From an optimization exercise on the open Yosys and OpenROAD flow, aimed at small area, a short achievable clock period and few clock cycles; shortcuts taken in it are not production practice. At most, simulation tests tie the RTL to the original design; equivalence was not proved. Power and IR drop assume default switching activity.

Setup of rev 12:
==> flow/design.v <==
`timescale 1ns / 1ps
module top_module(ans,sign,overflow,car,done,a,b,con,start,clk,rst);
    input [7:0] a;
    input [7:0] b;
    input [2:0] con;
    input start;
    input clk;
    input rst;
    output reg sign,car,overflow,done;
    output [15:0] ans;
    reg [15:0] R;       
    reg [7:0]  X;       
    reg [9:0]  Z;       
    reg [2:0]  cnt;     
    reg        c_neg;   
    reg        sa;      
    reg        mbusy, dbusy;
    assign ans = R;
    wire idle = ~mbusy & ~dbusy;
    wire is_add = (con == 3'b000);
    wire is_sub = (con == 3'b001);
    wire is_mul = (con == 3'b010);
    wire is_div = (con == 3'b011);
    wire is_and = (con == 3'b100);
    wire is_or  = (con == 3'b101);
    wire is_not = (con == 3'b110);
    wire is_xor = (con == 3'b111);
    wire arith  = is_add | is_sub;
    wire [7:0]  bx  = b ^ {8{is_sub}};
    wire [9:0]  ain = is_mul ? {{2{a[7]}}, a} : {2'b00, a};
    wire [9:0]  bin = is_mul ? {a[7], a, 1'b0} : {2'b00, bx};
    wire [9:0]  sum = ain + bin + {9'd0, is_sub};
    wire        ov  = (a[7] == bx[7]) && (sum[7] != a[7]);
    function [7:0] mthermo;
        input [7:0] x;
        integer k;
        begin
            for (k = 0; k < 8; k = k + 1)
                mthermo[k] = x[7] ? ~((&((x >> k) | (8'hff << (8 - k)))) & (|(x << (8 - k))))
                                  : |(x >> k);
        end
    endfunction
    wire [7:0] ta = mthermo(a);
    wire [7:0] tb = mthermo(b);
    wire [7:0] u  = ta & ~tb;
    wire       qzero = |(tb & ~ta);
    wire       bzero = (b == 8'd0);
    wire [7:1] ge;
    genvar g;
    generate
        for (g = 1; g < 8; g = g + 1) begin : run
            assign ge[g] = |(u & (u >> (g - 1)));
        end
    endgenerate
    wire [2:0] sh;
    assign sh[2] = ge[4];
    assign sh[1] = (ge[2] & ~ge[4]) | ge[6];
    assign sh[0] = (ge[1] & ~ge[2]) | (ge[3] & ~ge[4]) | (ge[5] & ~ge[6]) | ge[7];
    wire [8:0] d1  = sh[2] ? {b[4:0], 4'd0} : {b[7], b};
    wire [8:0] d2  = sh[1] ? {d1[6:0], 2'd0} : d1;
    wire [8:0] dal = sh[0] ? {d2[7:0], 1'b0} : d2;
    wire       dsign = a[7] ^ b[7];    
    wire [7:0] dz_lo = a[7] ? ((a == 8'h80) ? 8'h02 : 8'h01) : 8'hff;
    wire [9:0] a1  = {{2{a[7]}}, a};
    wire [9:0] a2  = {a[7], a, 1'b0};
    wire [9:0] m0  = b[1] ? (b[0] ? sum : a2) : (b[0] ? a1 : 10'd0);
    wire [7:0] cap_lo = ({8{arith}}  & sum[7:0])
                      | ({8{is_and}} & (a & b))
                      | ({8{is_or}}  & (a | b))
                      | ({8{is_not}} & ~b)
                      | ({8{is_xor}} & (a ^ b))
                      | ({8{is_mul}} & {m0[1:0], b[7:2]})
                      | ({8{is_div & bzero}} & dz_lo);
    wire [7:0] cap_hi = ({8{is_div}} & a) | ({8{is_mul}} & m0[9:2]);
    wire       cap_sign = is_div ? (bzero & ~a[7]) : cap_lo[7];
    function [9:0] booth;
        input [7:0] m;
        input [2:0] d;
        reg one, two;
        begin
            one = d[1] ^ d[0];
            two = (d[2] & ~d[1] & ~d[0]) | (~d[2] & d[1] & d[0]);
            booth = (({10{one}} & {{2{m[7]}}, m}) | ({10{two}} & {m[7], m, 1'b0}))
                  ^ {10{d[2]}};
        end
    endfunction
    wire [9:0] p    = {{2{R[15]}}, R[15:8]};
    wire [9:0] y    = p + Z + {9'd0, c_neg};
    wire       yz   = c_neg ? (&(p ^ Z)) : ((p ^ Z) == {p[8:0] | Z[8:0], 1'b0});
    wire       qb   = sa ? (y[9] | yz) : ~y[9];
    reg  [7:0] qm1;
    reg        nz;
    integer    i;
    always @* begin
        nz = 1'b0;
        for (i = 0; i < 8; i = i + 1) begin
            qm1[i] = R[i] ^ ~nz;
            nz = nz | R[i];
        end
    end
    wire [7:0] qn   = qb ? {(c_neg ? R[6:0] : qm1[6:0]), 1'b1} : {R[6:0], 1'b0};
    wire [7:0] rn   = qb ? y[7:0] : R[15:8];
    wire [7:0] xn   = idle ? a : X;
    wire [2:0] dn   = idle ? {b[3:2], 1'b0} : R[3:1];
    wire [9:0] zmul = booth(xn, dn);
    wire [15:0] mulv = {y, R[7:2]};
    wire [15:0] divv = {rn, qn};
    wire        last = (cnt == 3'd0);
    always @(posedge clk) begin
        R <= ({16{mbusy}} & mulv) | ({16{dbusy}} & divv) | ({16{idle}} & {cap_hi, cap_lo});
        sign <= (mbusy & y[9]) | (dbusy & qn[7]) | (idle & cap_sign);
        car <= idle & arith & sum[8];
        overflow <= idle & arith & ov;
        cnt <= idle ? (is_mul ? 3'd2 : sh[2:0]) : cnt - 3'd1;
        X <= xn;
        if (dbusy) begin
            Z <= {Z[9], Z[9:1]};
        end else if (mbusy | is_mul) begin
            Z <= zmul;
            c_neg <= dn[2];
        end else begin
            Z <= {dal[8], dal} ^ {10{~dsign}};
            c_neg <= ~dsign;
        end
        if (idle)
            sa <= a[7];
        done <= ~rst & ((idle & start & ~is_mul & ~(is_div & ~bzero & ~qzero))
                        | (~idle & last));
        if (rst) begin
            mbusy <= 1'b0;
            dbusy <= 1'b0;
        end else if (idle) begin
            mbusy <= start & is_mul;
            dbusy <= start & is_div & ~bzero & ~qzero;
        end else if (last) begin
            mbusy <= 1'b0;
            dbusy <= 1'b0;
        end
    end
endmodule
clock: 5.0 ns
lec_check: 0
abc_clock_period_in_ps: 3000
cap_margin: 20
core_margin: 2
core_utilization: 50
place_density: 0.65
setup_slack_margin: 0.8
slew_margin: 20
standard.sh (not shown) runs the stock make flow with config.mk's settings and CLKGATE_MAP_FILE= SYNTH_SCRIPT=/design/flow/synth_recipe.tcl, a recipe that flattens the netlist after the stock synthesis.
==> flow/flow/run.sh <==
#!/bin/bash
# Standard layout, with fast input/output buffers and sizing not tied to the cell footprint.
set -euo pipefail
bash standard.sh MATCH_CELL_FOOTPRINT=0 "BUFFER_PORTS_ARGS=-buffer_cell sky130_fd_sc_hd__buf_2" finish > standard_flow.log 2>&1
Edits applied to the flow inputs when going from rev 12 to rev 13:
==> flow/design.v, changed modules only <==
module top_module(ans,sign,overflow,car,done,a,b,con,start,clk,rst);
    input [7:0] a;
    input [7:0] b;
    input [2:0] con;
    input start;
    input clk;
    input rst;
    output reg sign,car,overflow,done;
    output [15:0] ans;
    reg [15:0] R;       
    reg [8:0]  X;       
    reg [2:0]  cnt;     
    reg        c_one, c_two, c_neg;    
    reg        sa;      
    reg        mbusy, dbusy;
    assign ans = R;
    wire idle = ~mbusy & ~dbusy;
    wire is_add = (con == 3'b000);
    wire is_sub = (con == 3'b001);
    wire is_mul = (con == 3'b010);
    wire is_div = (con == 3'b011);
    wire is_and = (con == 3'b100);
    wire is_or  = (con == 3'b101);
    wire is_not = (con == 3'b110);
    wire is_xor = (con == 3'b111);
    wire arith  = is_add | is_sub;
    wire [7:0]  bx  = b ^ {8{is_sub}};
    wire [9:0]  ain = is_mul ? {{2{a[7]}}, a} : {2'b00, a};
    wire [9:0]  bin = is_mul ? {a[7], a, 1'b0} : {2'b00, bx};
    wire [9:0]  sum = ain + bin + {9'd0, is_sub};
    wire        ov  = (a[7] == bx[7]) && (sum[7] != a[7]);
    function [7:0] mthermo;
        input [7:0] x;
        integer k;
        begin
            for (k = 0; k < 8; k = k + 1)
                mthermo[k] = x[7] ? ~((&((x >> k) | (8'hff << (8 - k)))) & (|(x << (8 - k))))
                                  : |(x >> k);
        end
    endfunction
    wire [7:0] ta = mthermo(a);
    wire [7:0] tb = mthermo(b);
    wire [7:0] u  = ta & ~tb;
    wire       qzero = |(tb & ~ta);
    wire       bzero = (b == 8'd0);
    wire [7:1] ge;
    genvar g;
    generate
        for (g = 1; g < 8; g = g + 1) begin : run
            assign ge[g] = |(u & (u >> (g - 1)));
        end
    endgenerate
    wire [2:0] sh;
    assign sh[2] = ge[4];
    assign sh[1] = (ge[2] & ~ge[4]) | ge[6];
    assign sh[0] = (ge[1] & ~ge[2]) | (ge[3] & ~ge[4]) | (ge[5] & ~ge[6]) | ge[7];
    wire [8:0] d1  = sh[2] ? {b[4:0], 4'd0} : {b[7], b};
    wire [8:0] d2  = sh[1] ? {d1[6:0], 2'd0} : d1;
    wire [8:0] dal = sh[0] ? {d2[7:0], 1'b0} : d2;
    wire [7:0] dz_lo = a[7] ? ((a == 8'h80) ? 8'h02 : 8'h01) : 8'hff;
    wire [9:0] a1  = {{2{a[7]}}, a};
    wire [9:0] a2  = {a[7], a, 1'b0};
    wire [9:0] m0  = b[1] ? (b[0] ? sum : a2) : (b[0] ? a1 : 10'd0);
    wire [7:0] cap_lo = ({8{arith}}  & sum[7:0])
                      | ({8{is_and}} & (a & b))
                      | ({8{is_or}}  & (a | b))
                      | ({8{is_not}} & ~b)
                      | ({8{is_xor}} & (a ^ b))
                      | ({8{is_mul}} & {m0[1:0], b[7:2]})
                      | ({8{is_div & bzero}} & dz_lo);
    wire [7:0] cap_hi = ({8{is_div}} & a) | ({8{is_mul}} & m0[9:2]);
    wire       cap_sign = is_div ? (bzero & ~a[7]) : cap_lo[7];
    wire [9:0] mv   = ({10{c_one}} & {X[8], X}) | ({10{c_two}} & {X, 1'b0});
    wire [9:0] p    = {{2{R[15]}}, R[15:8]};
    wire [9:0] q    = mv ^ {10{c_neg}};
    wire [9:0] y    = p + q + {9'd0, c_neg};
    wire       yz   = c_neg ? (p == mv) : ((p ^ mv) == {p[8:0] | mv[8:0], 1'b0});
    wire       qb   = sa ? (y[9] | yz) : ~y[9];
    reg  [7:0] qm1;
    reg        nz;
    integer    i;
    always @* begin
        nz = 1'b0;
        for (i = 0; i < 8; i = i + 1) begin
            qm1[i] = R[i] ^ ~nz;
            nz = nz | R[i];
        end
    end
    wire [7:0] qn   = qb ? {(c_neg ? R[6:0] : qm1[6:0]), 1'b1} : {R[6:0], 1'b0};
    wire [7:0] rn   = qb ? y[7:0] : R[15:8];
    wire [15:0] mulv = {y, R[7:2]};
    wire [15:0] divv = {rn, qn};
    wire        last = (cnt == 3'd0);
    always @(posedge clk) begin
        R <= ({16{mbusy}} & mulv) | ({16{dbusy}} & divv) | ({16{idle}} & {cap_hi, cap_lo});
        sign <= (mbusy & y[9]) | (dbusy & qn[7]) | (idle & cap_sign);
        car <= idle & arith & sum[8];
        overflow <= idle & arith & ov;
        cnt <= idle ? (is_mul ? 3'd2 : sh[2:0]) : cnt - 3'd1;
        if (mbusy) begin
            c_one <= R[2] ^ R[1];
            c_two <= (R[3] & ~R[2] & ~R[1]) | (~R[3] & R[2] & R[1]);
            c_neg <= R[3];
        end else if (idle) begin
            c_one <= ~is_mul | b[2];
            c_two <= is_mul & b[3] & ~b[2];
            c_neg <= is_mul ? b[3] : (a[7] == b[7]);
        end
        if (idle) begin
            X <= is_mul ? {a[7], a} : dal;
            sa <= a[7];
        end else if (dbusy) begin
            X <= {X[8], X[8:1]};
        end
        done <= ~rst & ((idle & start & ~is_mul & ~(is_div & ~bzero & ~qzero))
                        | (~idle & last));
        if (rst) begin
            mbusy <= 1'b0;
            dbusy <= 1'b0;
        end else if (idle) begin
            mbusy <= start & is_mul;
            dbusy <= start & is_div & ~bzero & ~qzero;
        end else if (last) begin
            mbusy <= 1'b0;
            dbusy <= 1'b0;
        end
    end
endmodule
==> comparison <==
- Rev 13 finished every step from synthesis to the final layout, and the layout passed the timing, design-rule and antenna checks.
- Sort rev 13 and rev 12 by worst setup slack, descending, and rev 12 comes first.
- Comparing transition time of the tightest slew-check pin for rev 13 and rev 12, the smaller number came from rev 12.
- Rev 12 ended up with Z[1] as its destination of the critical timing path; rev 13 ended up with sign.
- Worst-case vdd ir drop (higher): rev 12
- Between rev 13 and rev 12, it is rev 13 whose flip-flop and latch count is lower, by 7.
- Between rev 13 and rev 12, the combinational group share of total power is lower for rev 12.
- In the reports for rev 13 and rev 12, the smaller via count belongs to rev 13.
- Delta (rev 13 minus rev 12): sum of buffers and inverters on the critical path went up, area added between synthesis and finish went down, total power went up, critical path depth went up.
- Delta (rev 13 minus rev 12): worst endpoint required time comparable; share of the clock period used by the worst path after layout rose 0.84 points; horizontal extent of the die closely matched the old numbers.
Testbench counts of rev 13, summed over its fixed seeds: cycles 4,866.
The RTL of rev 12 was laid out without a check of its function.

* * *

// top_module: RTL as listed in full above, without the edits since
==> flow/config.mk <==
export PLATFORM = sky130hd
export DESIGN_NAME = top_module
export DESIGN_NICKNAME = top_module
export VERILOG_FILES = /design/flow/design.v
export SDC_FILE = /design/flow/constraint.sdc
export NUM_CORES = 4
export LEC_CHECK = 0
export ABC_CLOCK_PERIOD_IN_PS = 2500
export CAP_MARGIN = 20
export CORE_MARGIN = 2
export CORE_UTILIZATION = 50
export PLACE_DENSITY = 0.65
export SETUP_SLACK_MARGIN = 1.1
export SLEW_MARGIN = 20
==> flow/constraint.sdc <==
create_clock -name core_clock -period 5.0 [get_ports {clk}]
set_input_delay 1.0000 -clock core_clock [delete_from_list [all_inputs] [get_ports {clk}]]
set_output_delay 1.0000 -clock core_clock [all_outputs]
set_load 0.01 [all_outputs]
Scripts as last shown in full above: flow/flow/run.sh
Next try:
--- a/flow/design.v
+++ b/flow/design.v
@@ -5,12 +5,38 @@
     input [2:0] con;
     input start;
     input clk;
     input rst;
     output reg sign,car,overflow,done;
     output [15:0] ans;
+    function [10:0] add10;
+        input [9:0] x;
+        input [9:0] y;
+        input       ci;
+        reg   [9:0] g, p, gg, pp, gn, pn;
+        integer k, l;
+        begin
+            g = x & y;
+            p = x ^ y;
+            g[0] = g[0] | (p[0] & ci);
+            gg = g;
+            pp = p;
+            for (l = 1; l < 16; l = l * 2) begin
+                gn = gg;
+                pn = pp;
+                for (k = 0; k < 10; k = k + 1)
+                    if ((k / l) % 2 == 1) begin
+                        gn[k] = gg[k] | (pp[k] & gg[(k / l) * l - 1]);
+                        pn[k] = pp[k] & pp[(k / l) * l - 1];
+                    end
+                gg = gn;
+                pp = pn;
+            end
+            add10 = {gg[9], p ^ {gg[8:0], ci}};
+        end
+    endfunction
     reg [15:0] R;       
     reg [7:0]  X;       
     reg [9:0]  Z;       
     reg [2:0]  cnt;     
     reg        c_neg;   
     reg        sa;      
@@ -26,13 +52,14 @@
     wire is_not = (con == 3'b110);
     wire is_xor = (con == 3'b111);
     wire arith  = is_add | is_sub;
     wire [7:0]  bx  = b ^ {8{is_sub}};
     wire [9:0]  ain = is_mul ? {{2{a[7]}}, a} : {2'b00, a};
     wire [9:0]  bin = is_mul ? {a[7], a, 1'b0} : {2'b00, bx};
-    wire [9:0]  sum = ain + bin + {9'd0, is_sub};
+    wire [10:0] sumc = add10(ain, bin, is_sub);
+    wire [9:0]  sum = sumc[9:0];
     wire        ov  = (a[7] == bx[7]) && (sum[7] != a[7]);
     function [7:0] mthermo;
         input [7:0] x;
         integer k;
         begin
             for (k = 0; k < 8; k = k + 1)
@@ -53,16 +80,18 @@
         end
     endgenerate
     wire [2:0] sh;
     assign sh[2] = ge[4];
     assign sh[1] = (ge[2] & ~ge[4]) | ge[6];
     assign sh[0] = (ge[1] & ~ge[2]) | (ge[3] & ~ge[4]) | (ge[5] & ~ge[6]) | ge[7];
-    wire [8:0] d1  = sh[2] ? {b[4:0], 4'd0} : {b[7], b};
-    wire [8:0] d2  = sh[1] ? {d1[6:0], 2'd0} : d1;
-    wire [8:0] dal = sh[0] ? {d2[7:0], 1'b0} : d2;
     wire       dsign = a[7] ^ b[7];    
+    wire       dfill = ~dsign;
+    wire [7:0] bq  = b ^ {8{dfill}};
+    wire [8:0] d1  = sh[2] ? {bq[4:0], {4{dfill}}} : {bq[7], bq};
+    wire [8:0] d2  = sh[1] ? {d1[6:0], {2{dfill}}} : d1;
+    wire [8:0] dal = sh[0] ? {d2[7:0], dfill} : d2;
     wire [7:0] dz_lo = a[7] ? ((a == 8'h80) ? 8'h02 : 8'h01) : 8'hff;
     wire [9:0] a1  = {{2{a[7]}}, a};
     wire [9:0] a2  = {a[7], a, 1'b0};
     wire [9:0] m0  = b[1] ? (b[0] ? sum : a2) : (b[0] ? a1 : 10'd0);
     wire [7:0] cap_lo = ({8{arith}}  & sum[7:0])
                       | ({8{is_and}} & (a & b))
@@ -82,13 +111,14 @@
             two = (d[2] & ~d[1] & ~d[0]) | (~d[2] & d[1] & d[0]);
             booth = (({10{one}} & {{2{m[7]}}, m}) | ({10{two}} & {m[7], m, 1'b0}))
                   ^ {10{d[2]}};
         end
     endfunction
     wire [9:0] p    = {{2{R[15]}}, R[15:8]};
-    wire [9:0] y    = p + Z + {9'd0, c_neg};
+    wire [10:0] yc  = add10(p, Z, c_neg);
+    wire [9:0] y    = yc[9:0];
     wire       yz   = c_neg ? (&(p ^ Z)) : ((p ^ Z) == {p[8:0] | Z[8:0], 1'b0});
     wire       qb   = sa ? (y[9] | yz) : ~y[9];
     reg  [7:0] qm1;
     reg        nz;
     integer    i;
     always @* begin
@@ -116,13 +146,13 @@
         if (dbusy) begin
             Z <= {Z[9], Z[9:1]};
         end else if (mbusy | is_mul) begin
             Z <= zmul;
             c_neg <= dn[2];
         end else begin
-            Z <= {dal[8], dal} ^ {10{~dsign}};
+            Z <= {dal[8], dal};
             c_neg <= ~dsign;
         end
         if (idle)
             sa <= a[7];
         done <= ~rst & ((idle & start & ~is_mul & ~(is_div & ~bzero & ~qzero))
                         | (~idle & last));
=>
- The new run completed without violations
- wire length is lower by a few percent
- power shrinks slightly
- clock skew stays flat
- global-route usage decreases by 1.4 points
- maximum frequency came out lower slightly
- non-clock buffer count rises by 21
- synthesized cell count fell by a few percent
- core utilization went up by 2.9 points
- synthesized area falls by a few percent
- setup slack degrades by 59 ps
- design area grows slightly
- worst hold slack gets worse by 21 ps
No functional check of the RTL was part of any run of this note.

[afterwards: timing with drivers on the ports]
The results above use ideal ports. As a check the final layouts listed here were re-extracted and re-timed, cells and wires unchanged.
Step 1, drivers: a clkbuf_16 drives clk and a buf_2 each remaining input, both assumed.
Step 2 adds t to the input delays and takes it off the output delays; t is the mean of the earliest and latest rising clock arrival at the registers after step 1. Input paths then give back, and output paths get back, about the clock's delay inside the block.
Slacks: no drivers / after step 1 / after step 2; pairs: no drivers / after step 1.
run | t, ns | setup WS [ns] | hold slack, ns | worst register clock-pin slew, ns | pins driven straight from the clock port
rev 12 | 0.329 | 1.045 / 1.052 / 0.723 | 0.476 / 0.476 / 0.476 | 0.09 / 0.09 | 1
rev 13 | 0.328 | 1.003 / 1.000 / 0.673 | 0.458 / 0.458 / 0.458 | 0.09 / 0.09 | 1
the first run of note 2 | 0.335 | 1.235 / 1.249 / 0.914 | 0.491 / 0.491 / 0.491 | 0.10 / 0.10 | 1
the second run of note 2 | 0.347 | 1.176 / 1.176 / 0.898 | 0.470 / 0.470 / 0.470 | 0.09 / 0.09 | 1
After both steps every run listed still meets setup and hold. The setup slack of rev 13, which loses most, moves by -0.003 ns with the drivers and by -0.330 ns with both steps.
